This is an optimization exercise on Yosys and OpenROAD, whose aim is small area, a short achievable clock period and few clock cycles per item, not a production implementation.
RTL that was checked went through simulation tests only; none was proved equivalent to the original.
For run 2, only the layout was checked, not whether the RTL still works.

## flow/design.v (module list and top-level ports; edited modules follow where they fit)
// module knn_sqrt_pipeline: 59 lines
// module knn_distance: 1629 lines
// module k_nn: 143 lines
module k_nn #(
    parameter NUMBER_ELEMENTS = 6,
    parameter DATA_WIDTH = 32,
    parameter CLASS_WIDTH = 8
)(
    input  wire                     clk,
    input  wire                     rst,  
    output reg                      m_axis_tvalid,
    input  wire                     m_axis_tready,
    output wire [DATA_WIDTH-1:0]    m_axis_tdata,
    output reg                      m_axis_tlast,
    input  wire                     s_axis_tvalid,
    output wire                     s_axis_tready,
    input  wire [DATA_WIDTH-1:0]    s_axis_tdata,
    input  wire                     s_axis_tlast,
    output wire [DATA_WIDTH-1:0]    distance_result
);
  // ...
==> flow/flow/run.sh <==
#!/bin/bash
# Standard ORFS layout (the standard.sh, unchanged synthesis), with the
# resizer's setup repair aimed below the 9 ns clock: repair_timing keeps
# working until setup slack reaches SETUP_SLACK_MARGIN.
set -euo pipefail
bash standard.sh SETUP_SLACK_MARGIN=${MARGIN:-6.05} finish > standard.log 2>&1
==> flow/standard.sh <==
#!/bin/bash
# synth_recipe.tcl (not shown) runs the flow's synth.tcl, then flattens the netlist and writes it again
# the make line also repeats each setting of config.mk as NAME=value (left out here)
make -C /OpenROAD-flow-scripts/flow DESIGN_CONFIG=/design/flow/config.mk WORK_HOME=/design/flow/orfs CLKGATE_MAP_FILE= SYNTH_SCRIPT=/design/flow/synth_recipe.tcl "${@:-finish}"
==> flow/config.mk <==
export PLATFORM = sky130hd
export DESIGN_NAME = k_nn
export DESIGN_NICKNAME = k_nn
export VERILOG_FILES = /design/flow/design.v
export SDC_FILE = /design/flow/constraint.sdc
export NUM_CORES = 4
export LEC_CHECK = 0
export ABC_CLOCK_PERIOD_IN_PS = 1900
export CAP_MARGIN = 20
export CORE_MARGIN = 2
export CORE_UTILIZATION = 40
export CTS_CLUSTER_DIAMETER = 120
export CTS_CLUSTER_SIZE = 26
export SLEW_MARGIN = 20
==> flow/constraint.sdc <==
create_clock -name core_clock -period 9.0 [get_ports {clk}]
set_input_delay 1.8000 -clock core_clock [delete_from_list [all_inputs] [get_ports {clk}]]
set_output_delay 1.8000 -clock core_clock [all_outputs]
set_load 0.01 [all_outputs]
==> flow_summary.ini, run 1 <==
[status]
outcome = no timing/DRC/antenna violations

[placement]
gp_congestion = 0.847
dpl-instance-area_um2 = 48900

[hold_path]
min_delay_path_depth = 0
hold_start = sqrt_calc.step[5].reg_s.sr[0]

[sta]
finalMaxSlewViolations = 0
setup_viol = 0
min_period_ns = 3.10
skew_ns = 0.0373
setup_tns_ns = 0

[detailed_routing]
drtIter0Drc = 1477
wl_met2_mm = 43.2
vias = 26147
viasPerCell = 4.94
post_drt_wl_per_cell_um = 15.9

[finish]
finish.utilization_pct = 44.8
seq_cells = 872
synthToLayoutAreaGrowth_pct = 11.7
num-nonclk-buffers = 229
multiInputGateArea_um2 = 19300

[worst_setup_path]
crit_cells = 14
crit_path_end = dist_calc.ax[13]
worstReg2RegStart = kx[1]
path_cells = nor2_4 > nand2_4 > or2_4 > ha_4 > fa_2 > nor2b_4 > o21ai_4 > o21ai_4 > a311oi_2 > buf_6 > mux2_4 > a31oi_4 > o21ai_2 > xnor2_1
critPathMaxFanout = 7
critPathCaptureType = flip-flop

[logic_synthesis]
yosys.area_share.simple_pct = 8.63
synth_top_area_cell = edfxtp_1
synth_common_cells = 838 x edfxtp_1, 419 x inv_1, 274 x ha_1

[floorplanning]
die_area_um2 = 119000
fp.dieH_um = 345
core-area_um2 = 116000

[clocking]
clock_tree.root_cell = clkbuf_16
clk_path_buf_depth = 3
cts_max_level = 2

[global_route]
grt_util_met3_pct = 1.53

[flow_run]
cap_violations = 0
Testbench counts, summed over its fixed seeds: cycles 7,840, queries 1,280.
==> module knn_sqrt_pipeline, before the edit <==
module knn_sqrt_pipeline #(
    parameter [16:0] CUT = 17'b11111111111110101
)(
    input  wire        clk,
    input  wire        rst,       
    input  wire        en,        
    input  wire        vin,
    input  wire [32:0] data_in,
    output wire        vout,
    output wire [16:0] data_out
);
    wire [35:0] rem_w [0:17];
    wire [35:0] quo_w [0:17];
    wire [35:0] rad_w [0:17];
    wire        v_w   [0:17];
    assign rem_w[0] = 36'd0;
    assign quo_w[0] = 36'd0;
    assign rad_w[0] = {3'b000, data_in};
    assign v_w[0]   = vin;
    genvar j;
    generate
        for (j = 0; j < 17; j = j + 1) begin : step
            wire [j+2:0] r2 = {rem_w[j][j:0], rad_w[j][33-2*j:32-2*j]};
            wire [j+2:0] d  = {quo_w[j][j:0], 2'b01};
            wire [j+3:0] t  = {1'b0, r2} - {1'b0, d};
            wire         ok = !t[j+3];
            wire [j+1:0] rn = ok ? t[j+1:0] : r2[j+1:0];
            wire [j:0]   qn = {quo_w[j][j:0], ok};
            if (CUT[j]) begin : reg_s
                reg [j+1:0]      rr;
                reg [j:0]        qr;
                reg [35:0]       sr;
                reg              vr;
                always @(posedge clk) begin
                    if (!rst) vr <= 1'b0;
                    else if (en) vr <= v_w[j];
                end
                always @(posedge clk) begin
                    if (en) begin
                        rr <= rn;
                        qr <= qn;
                        sr <= rad_w[j];
                    end
                end
                assign rem_w[j+1] = rr;
                assign quo_w[j+1] = qr;
                assign rad_w[j+1] = sr;
                assign v_w[j+1]   = vr;
            end else begin : wire_s
                assign rem_w[j+1] = rn;
                assign quo_w[j+1] = qn;
                assign rad_w[j+1] = rad_w[j];
                assign v_w[j+1]   = v_w[j];
            end
        end
    endgenerate
    assign data_out = quo_w[17][16:0];
    assign vout     = v_w[17];
endmodule
==> run 2: changes to the inputs <==
--- a/flow/design.v
+++ b/flow/design.v
@@ -1,10 +1,10 @@
 module knn_sqrt_pipeline #(
-    parameter [16:0] CUT = 17'b11111111111110101
+    parameter [16:0] CUT = 17'b11111111111110100
 )(
     input  wire        clk,
     input  wire        rst,       
     input  wire        en,        
     input  wire        vin,
     input  wire [32:0] data_in,
     output wire        vout,
     output wire [16:0] data_out
@@ -103,26 +103,16 @@
     reg        t4_v;
     always @(posedge clk) begin
         if (!rst) t4_v <= 1'b0;
         else if (en) t4_v <= v1;
     end
     always @(posedge clk) begin
         if (en) t4 <= t4_d;
     end
-    wire [61:0] t6_d;
-    reg  [61:0] t6;
-    reg        t6_v;
-    always @(posedge clk) begin
-        if (!rst) t6_v <= 1'b0;
-        else if (en) t6_v <= t4_v;
-    end
-    always @(posedge clk) begin
-        if (en) t6 <= t6_d;
-    end
     wire p1;
     wire p2;
     wire p3;
     wire p4;
     wire p5;
     wire p6;
     wire p7;
     wire p8;
@@ -1613,83 +1603,30 @@
     assign s685 = t4[103] ^ s627 ^ c626;
     assign c686 = (t4[103] & s627) | (t4[103] & c626) | (s627 & c626);
     assign s687 = t4[107] ^ s629 ^ c628;
     assign c688 = (t4[107] & s629) | (t4[107] & c628) | (s629 & c628);
     assign s689 = t4[111] ^ s631 ^ c630;
     assign c690 = (t4[111] & s631) | (t4[111] & c630) | (s631 & c630);
     assign s691 = t4[115] ^ s633 ^ c632;
     assign c692 = (t4[115] & s633) | (t4[115] & c632) | (s633 & c632);
-    assign t6_d[0] = t4[0];
-    assign t6_d[1] = t4[1];
-    assign t6_d[2] = s579;
-    assign t6_d[3] = s635;
-    assign t6_d[4] = s637;
-    assign t6_d[5] = c636;
-    assign t6_d[6] = s639;
-    assign t6_d[7] = c638;
-    assign t6_d[8] = s641;
-    assign t6_d[9] = c640;
-    assign t6_d[10] = s643;
-    assign t6_d[11] = c642;
-    assign t6_d[12] = s645;
-    assign t6_d[13] = c644;
-    assign t6_d[14] = s647;
-    assign t6_d[15] = c646;
-    assign t6_d[16] = s649;
-    assign t6_d[17] = c648;
-    assign t6_d[18] = s651;
-    assign t6_d[19] = c650;
-    assign t6_d[20] = s653;
-    assign t6_d[21] = c652;
-    assign t6_d[22] = s655;
-    assign t6_d[23] = c654;
-    assign t6_d[24] = s657;
-    assign t6_d[25] = c656;
-    assign t6_d[26] = s659;
-    assign t6_d[27] = c658;
-    assign t6_d[28] = s661;
-    assign t6_d[29] = c660;
-    assign t6_d[30] = s663;
-    assign t6_d[31] = c662;
-    assign t6_d[32] = s665;
-    assign t6_d[33] = c664;
-    assign t6_d[34] = s667;
-    assign t6_d[35] = c666;
-    assign t6_d[36] = s669;
-    assign t6_d[37] = c668;
-    assign t6_d[38] = s671;
-    assign t6_d[39] = c670;
-    assign t6_d[40] = s673;
-    assign t6_d[41] = c672;
-    assign t6_d[42] = s675;
-    assign t6_d[43] = c674;
-    assign t6_d[44] = s677;
-    assign t6_d[45] = c676;
-    assign t6_d[46] = s679;
-    assign t6_d[47] = c678;
-    assign t6_d[48] = s681;
-    assign t6_d[49] = c680;
-    assign t6_d[50] = s683;
-    assign t6_d[51] = c682;
-    assign t6_d[52] = s685;
-    assign t6_d[53] = c684;
-    assign t6_d[54] = s687;
-    assign t6_d[55] = c686;
-    assign t6_d[56] = s689;
-    assign t6_d[57] = c688;
-    assign t6_d[58] = s691;
-    assign t6_d[59] = c690;
-    assign t6_d[60] = c634;
-    assign t6_d[61] = c692;
-    wire [32:0] row_a = {1'b0, t6[60], t6[58], t6[56], t6[54], t6[52], t6[50], t6[48], t6[46], t6[44], t6[42], t6[40], t6[38], t6[36], t6[34], t6[32], t6[30], t6[28], t6[26], t6[24], t6[22], t6[20], t6[18], t6[16], t6[14], t6[12], t6[10], t6[8], t6[6], t6[4], t6[2], 1'b0, t6[0]};
-    wire [32:0] row_b = {1'b0, t6[61], t6[59], t6[57], t6[55], t6[53], t6[51], t6[49], t6[47], t6[45], t6[43], t6[41], t6[39], t6[37], t6[35], t6[33], t6[31], t6[29], t6[27], t6[25], t6[23], t6[21], t6[19], t6[17], t6[15], t6[13], t6[11], t6[9], t6[7], t6[5], t6[3], 1'b0, t6[1]};
+    wire [32:0] row_a = {1'b0, c634, s691, s689, s687, s685, s683, s681, s679, s677, s675, s673, s671, s669, s667, s665, s663, s661, s659, s657, s655, s653, s651, s649, s647, s645, s643, s641, s639, s637, s579, 1'b0, t4[0]};
+    wire [32:0] row_b = {1'b0, c692, c690, c688, c686, c684, c682, c680, c678, c676, c674, c672, c670, c668, c666, c664, c662, c660, c658, c656, c654, c652, c650, c648, c646, c644, c642, c640, c638, c636, s635, 1'b0, t4[1]};
     wire [32:0] sum = row_a + row_b;
-    assign sum_sq = sum;
-    assign vout = t6_v;
+    reg  [32:0] sum_r;
+    reg         sum_v;
+    always @(posedge clk) begin
+        if (!rst) sum_v <= 1'b0;
+        else if (en) sum_v <= t4_v;
+    end
+    always @(posedge clk) begin
+        if (en) sum_r <= sum;
+    end
+    assign sum_sq = sum_r;
+    assign vout = sum_v;
 endmodule
 module k_nn #(
     parameter NUMBER_ELEMENTS = 6,
     parameter DATA_WIDTH = 32,
     parameter CLASS_WIDTH = 8
 )(
     input  wire                     clk,
     input  wire                     rst,  
==> flow/flow/run.sh (replaced) <==
#!/bin/bash
# Standard ORFS layout (the standard.sh, unchanged synthesis), with the
# resizer's setup repair aimed below the 9 ns clock: repair_timing keeps
# working until setup slack reaches SETUP_SLACK_MARGIN.
set -euo pipefail
bash standard.sh SETUP_SLACK_MARGIN=${MARGIN:-5.9} finish > standard.log 2>&1
==> flow/config.mk (replaced) <==
export PLATFORM = sky130hd
export DESIGN_NAME = k_nn
export DESIGN_NICKNAME = k_nn
export VERILOG_FILES = /design/flow/design.v
export SDC_FILE = /design/flow/constraint.sdc
export NUM_CORES = 4
export LEC_CHECK = 0
export ABC_CLOCK_PERIOD_IN_PS = 1900
export CAP_MARGIN = 20
export CORE_MARGIN = 2
export CORE_UTILIZATION = 40
export SLEW_MARGIN = 20
==> run 2 against run 1 <==
Compared with the run above:
- via count rose by 5.5%
- synthesized area fell by 1.1%
- final cell count rose by 5.2%
- die area fell by 1.1%
- largest cell class unchanged
==> flow_summary.ini, run 2 <==
[floorplanning]
fp.dieH_um = 343
core-area_um2 = 114000
die_area_um2 = 118000
start_util_pct = 40.2
die_x_um = 343
num_rows = 124
ios = 104

[logic_synthesis]
synth-edff-count = 775
yosysUniqueCellTypes = 89
synth_cells = 3755
synth_ff_type = edfxtp_1
syn_area_um2 = 45900
synthArstFlopShare_pct = 0
synth_top_area_cell = edfxtp_1
synth_common_cells = 775 x edfxtp_1, 563 x inv_1, 276 x ha_1
yosysMostFrequentCell = edfxtp_1
ys_top_cells_by_area = edfxtp_1 51%, fa_1 8.6%, ha_1 7.5%, inv_1 4.6%, and2_1 2.8%
syn_area_per_cell_um2 = 12.2
ys_seq_area_share_pct = 52.1
yosysTopAreaCellShare_pct = 50.7
yosysWarnings = 3
yosys_register_bits = 808

[finish]
finish.utilization_pct = 46.9
final_common_cell = edfxtp_1
reg_top3 = sqrt_calc.step.reg_s.sr x184, sqrt_calc.step.reg_s.qr x146, sqrt_calc.step.reg_s.rr x142
post-route-cell-area_um2 = 53500
final_nets = 4497
diodes = 0
top_register = sqrt_calc.step.reg_s.sr
synthToLayoutAreaGrowth_pct = 16.5
largest_reg_flops = 184
layout-drive-gt1-share_pct = 16.9
mostFrequentLayoutCells = 775 x edfxtp_1, 525 x inv_1, 243 x ha_1, 195 x and2_1, 190 x fa_1

[clocking]
tritoncts = done
cts_max_level = 3
clk_latency_ns = 0.66
numCtsBuffers = 89
hold_buffers = 0
cts.sinks = 808
clock_tree.root_cell = clkbuf_16
clk_path_buf_depth = 3
clk_pin_slew_ns = 0.06

[global_route]
grtUsageTotal_pct = 15.1
antenna_found_initial = 0
grt_pass1_wl_mm = 144
grt_overflow = 0
grt_max_degree = 193
grt_pass1_vias = 28364

[detailed_routing]
ant_nets = 0
routed_wl_mm = 88.8
firstDrtPassIters = 5
drtIter0Drc = 1543
vias = 27586
post_drt_wl_per_cell_um = 15.9
drc = 0
viasPerCell = 4.95

[worst_setup_path]
r2r_setup_slack_ns = 5.36
crit_type = reg2reg
required_ns = 9.52
reg2regPathDepth = 13
worstReg2RegStart = dist_calc.t4[12]
critPathCaptureType = flip-flop
critPathMaxFanout = 2
start_kind = flip-flop
crit_arrival_ns = 4.16
r2r-end = dist_calc.sum_r[31]

[sta]
hold_viol = 0
hold_slack_ns = 0.408
min_period_over_period_pct = 40.4
worstMarginPinSlew_ns = 0.930
timing.fmax_mhz = 275
min_period_ns = 3.64
grt_setup_unrepaired = true
timing.final.ws_setup_ns = 5.36
finalMaxSlewViolations = 0
setup_viol = 0
skew_ns = 0.0340
relSlewSlack_pct = 37.9

[placement]
dpl-instance-area_um2 = 48600
dp_slack_ns = 4.84
io_buffer_count = 73
dp_hpwl_mm = 59.6
gp_congestion = 0.850

[hold_path]
min_delay_path_depth = 0
min_to = sqrt_calc.step[6].reg_s.sr[14]
hold_path_class = reg2reg
hold_start = sqrt_calc.step[5].reg_s.sr[14]

[flow_run]
cap_violations = 0

[status]
outcome = no timing/DRC/antenna violations
## run 2: changes by cell type in the layout (fill, tap and decap cells not counted), moves of 26 or more
cell,previous run,this run
edfxtp_1,838,775
inv_2,10,36
mux2_2,82,109
inv_1,407,525
clkbuf_16,41,90
nand2b_1,27,59
## run 2: cells by family after synthesis
group	synth area share, %
compound gates	9.38
xor+xnor	2.95
fa+ha+maj	16.1
buf+inv	5.90
flops	52.1
mux	4.23
other cells	0.00816
simple gates	9.32
## run 2: layout make-up
type	count	area, um^2
clock buffers	114	2390
clock inverters	46	583
fillers	10287	60700
inverters	564	2130
multi-input cells	2292	20600
flip-flops and latches	808	23900
well taps	1512	1890
repair buffers	232	1910
## run 2: worst max-delay path by stage
stage	cells past startpoint	end	startpoint	slack (ns)
after floorplan	3	sk_d[0]	sk_v	-3.11
after global placement	12	dist_calc.sum_r[31]	dist_calc.t4[22]	4.86
after detailed placement	12	dist_calc.sum_r[31]	dist_calc.t4[22]	4.84
after CTS	13	dist_calc.sum_r[31]	dist_calc.t4[13]	5.38
after global routing	13	dist_calc.sum_r[31]	dist_calc.t4[12]	5.21
final	13	dist_calc.sum_r[31]	dist_calc.t4[12]	5.36
## run 2: metal layers
metal / track usage, % / routed length, um
met1: 18.4 / 37800
met5: 0 / 0
met4: 5.18 / 2840
met2: 27.0 / 44900
met3: 2.61 / 3260
## run 2: timing repair
item                                    4_1_cts  5_1_grt
setup buffers                                90       42
gates cloned                                  1        1
endpoints found under the setup margin      296      290
pin swaps                                    63       62
gates resized for setup                     273      120
## run 2: metrics by stage
| stage | cells | setup TNS, ns |
|---|---|---|
| floorplan | 3783 | -1263.36 |
| global placement | 5274 | 0 |
| finish | 5568 | 0 |
| global route | 5568 | 0 |
| detailed placement | 5274 | 0 |
| CTS | 5525 | 0 |
## run 2: worst max-delay path, stage by stage, from the launching register on
cell and delay [ns]:
edfxtp_1 0.38, inv_2 0.07, fa_1 0.43, fa_1 0.51
inv_2 0.04, ha_4 0.28, o21ai_4 0.07, nor4_4 0.36
nor3_4 0.10, a2111oi_4 0.30, buf_4 0.20, o2111ai_4 0.14
or4b_1 0.54, nand3b_1 0.09

re-timing with driven ports:
How much do the figures lean on ideal ports? The routed layouts below were timed once more, with nothing changed but the port constraints. Step 1 (the two cells are an assumption about what drives the block):
set clk [get_ports {clk}]
set_driving_cell -lib_cell sky130_fd_sc_hd__clkbuf_16 $clk
set_driving_cell -lib_cell sky130_fd_sc_hd__buf_2 [delete_from_list [all_inputs] $clk]
Step 2 also shifts input and output timing later by t, the mid clock arrival at the registers, as if the neighbouring blocks saw the same clock. Three values: ideal, step 1, step 2; two values: the first two.
run	shift t [ns]	setup slack, ns	latest minus earliest clock arrival (ns)	worst register clock-pin slew, ns
run 1	0.674	5.895 / 5.895 / 5.657	0.044 / 0.043	0.11 / 0.11
run 2	0.710	5.360 / 5.360 / 5.360	0.035 / 0.035	0.06 / 0.06
After both steps setup and hold are still met in every run listed. For run 1, which loses most, drivers alone change the setup slack by 0.000 ns; drivers and shift together by -0.238 ns.
